This design comes from an exercise in tuning for small area on the open sky130 flow, not from production work.
Only simulation tests tie the RTL to the original design; equivalence was not proved.
The flow treats the clock pin as an ideal source, which a real chip does not have.
No activity file was given, so power comes from the tool's default toggle rates.

## the baseline
Design key_counter_top, start of the top module:
module key_counter_top(
   input wire clk,
   input wire rst_n,
   input wire [1:0] key,
   output wire [5:0] sel,
   output wire [7:0] seg,
   output wire [3:0] numberled,
   output wire number_beep
);
Size: about 220 cells after synthesis, about 68 flip-flops, ~23 I/O pins.
==> flow/config.mk <==
export PLATFORM = sky130hd
export DESIGN_NAME = key_counter_top
export DESIGN_NICKNAME = key_counter_top
export VERILOG_FILES = /design/flow/design.v
export SDC_FILE = /design/flow/constraint.sdc
export NUM_CORES = 4
export LEC_CHECK = 0
export CAP_MARGIN = 20
export CORE_MARGIN = 2
export CORE_UTILIZATION = 70
export SLEW_MARGIN = 20
==> flow/constraint.sdc <==
create_clock -name core_clock -period 70.0 [get_ports {clk}]
set_input_delay 14.0000 -clock core_clock [delete_from_list [all_inputs] [get_ports {clk}]]
set_output_delay 14.0000 -clock core_clock [all_outputs]
set_load 0.01 [all_outputs]
standard.sh (not shown) runs the stock make flow with config.mk's settings and CLKGATE_MAP_FILE= SYNTH_SCRIPT=/design/flow/synth_recipe.tcl, a recipe that flattens the netlist after the stock synthesis.
==> flow/flow/run.sh <==
#!/bin/bash
# Layout flow: the standard flow (standard.sh), changed in four ways:
#  - the port buffers are buf_1 (BUFFER_PORTS_ARGS);
#  - the buffers synthesis inserted are removed before placement (REMOVE_ABC_BUFFERS);
#  - before CTS, flow/pre_cts.tcl gives the clock CLKBUF_K clock buffers, each
#    driving the clock pins of a group of nearby flip-flops; CTS then finds the
#    clock already buffered and leaves it (no dummy loads either);
#  - (no power recovery: it undersizes the reset buffers).
# Each step's full output is in orfs/logs/; make's output in synth.log and layout.log.
set -euo pipefail
HERE=$(cd "$(dirname "$0")" && pwd)
export BUFFER_PORTS_ARGS="-buffer_cell sky130_fd_sc_hd__buf_1"
export REMOVE_ABC_BUFFERS=1
export PRE_CTS_TCL=$HERE/pre_cts.tcl
export CLKBUF_CELL=sky130_fd_sc_hd__clkbuf_16
export CLKBUF_K=2
export CTS_ARGS="-dont_use_dummy_load -sink_clustering_enable"
export RECOVER_POWER=0
bash standard.sh synth > synth.log 2>&1
bash standard.sh > layout.log 2>&1
==> flow/flow/pre_cts.tcl <==
# Clock distribution: the flip-flops are split into K groups by position
# (k-means), and one clock buffer at each group's centre drives its clock pins.
set cell $::env(CLKBUF_CELL)
set K $::env(CLKBUF_K)
set block [ord::get_db_block]
set dbu [$block getDbUnitsPerMicron]
set ffs {}
foreach inst [$block getInsts] {
  if {[[$inst getMaster] isSequential]} {
    set bb [$inst getBBox]
    lappend ffs [list $inst [expr {([$bb xMin] + [$bb xMax]) / 2.0 / $dbu}] [expr {([$bb yMin] + [$bb yMax]) / 2.0 / $dbu}]]
  }
}
set ffs [lsort -real -index 1 $ffs]
set n [llength $ffs]
# initial centres: spread along x
set cx {}; set cy {}
for {set k 0} {$k < $K} {incr k} {
  set f [lindex $ffs [expr {int(($k + 0.5) * $n / $K)}]]
  lappend cx [lindex $f 1]; lappend cy [lindex $f 2]
}
for {set it 0} {$it < 50} {incr it} {
  set sx [lrepeat $K 0.0]; set sy [lrepeat $K 0.0]; set cnt [lrepeat $K 0]
  set asg {}
  foreach f $ffs {
    set best 0; set bd 1e30
    for {set k 0} {$k < $K} {incr k} {
      set d [expr {abs([lindex $f 1] - [lindex $cx $k]) + abs([lindex $f 2] - [lindex $cy $k])}]
      if {$d < $bd} { set bd $d; set best $k }
    }
    lappend asg $best
    lset sx $best [expr {[lindex $sx $best] + [lindex $f 1]}]
    lset sy $best [expr {[lindex $sy $best] + [lindex $f 2]}]
    lset cnt $best [expr {[lindex $cnt $best] + 1}]
  }
  for {set k 0} {$k < $K} {incr k} {
    if {[lindex $cnt $k] > 0} {
      lset cx $k [expr {[lindex $sx $k] / [lindex $cnt $k]}]
      lset cy $k [expr {[lindex $sy $k] / [lindex $cnt $k]}]
    }
  }
}
for {set k 0} {$k < $K} {incr k} {
  set pins {}
  foreach f $ffs a $asg {
    if {$a == $k} {
      set inst [lindex $f 0]
      foreach it [$inst getITerms] {
        if {[[$it getMTerm] getSigType] == "CLOCK" || [[$it getMTerm] getName] == "CLK"} {
          lappend pins [get_pins -of_objects [get_cells [$inst getName]] -filter "name == CLK"]
        }
      }
    }
  }
  puts "clock buffer $k: [llength $pins] flip-flops at [lindex $cx $k] [lindex $cy $k]"
  insert_buffer -buffer_cell $cell -net clk -load_pins $pins -location [list [lindex $cx $k] [lindex $cy $k]] -buffer_name clkbuf_$k -net_name clknet_$k
}
Changes in the candidate relative to the baseline:
--- a/flow/flow/run.sh
+++ b/flow/flow/run.sh
@@ -15,2 +15,2 @@
-export CLKBUF_CELL=sky130_fd_sc_hd__clkbuf_16
-export CLKBUF_K=2
+export CLKBUF_CELL=sky130_fd_sc_hd__clkbuf_8
+export CLKBUF_K=4
Results
- Looking at transition at the pin with the smallest max-transition slack, the candidate sits above the baseline.
- Max final net count across the baseline and the candidate: the candidate
- On the candidate: post-synthesis to final-layout area growth is 0.21 points higher than what the baseline gave.
- Lower routed wire length among the baseline and the candidate: the candidate
- Changes observed in the candidate relative to the baseline: worst endpoint data arrival time saw little to no change, die area shows no meaningful change, total clock network power closely matched the old numbers, maximum frequency shows no meaningful change.
- Of the baseline and the candidate, the run reporting the lower total power was the candidate.
- Per the comparison of the candidate with the baseline, worst hold slack -6.2 ps; number of vias in the routed layout -about 1.1%.

==> separate check: timing with driven ports <==
No port has a modelled driver above. Below, the same layouts with a new extraction and two added sets of constraints. Step 1: set_driving_cell puts a clkbuf_16 on clk and a buf_2 on each other input, an assumption about the parent block. Step 2, shift: input delay + t, output delay - t, t = (earliest + latest rising clock arrival at the registers) / 2. This alone moves slack from input paths to output paths. a / b / c = no drivers / after step 1 / after step 2; a / b = the first two.
| run | t (ns) | setup WS [ns] | hold WS [ns] | latest minus earliest clock arrival (ns) | cell pins on the clock port's net |
|---|---|---|---|---|---|
| the baseline | 0.214 | 53.624 / 53.581 / 53.795 | 0.380 / 0.380 / 0.380 | 0.005 / 0.005 | 2 |
| the candidate | 0.209 | 53.632 / 53.577 / 53.786 | 0.374 / 0.374 / 0.374 | 0.019 / 0.020 | 4 |
After both steps setup and hold are still met in every run listed.
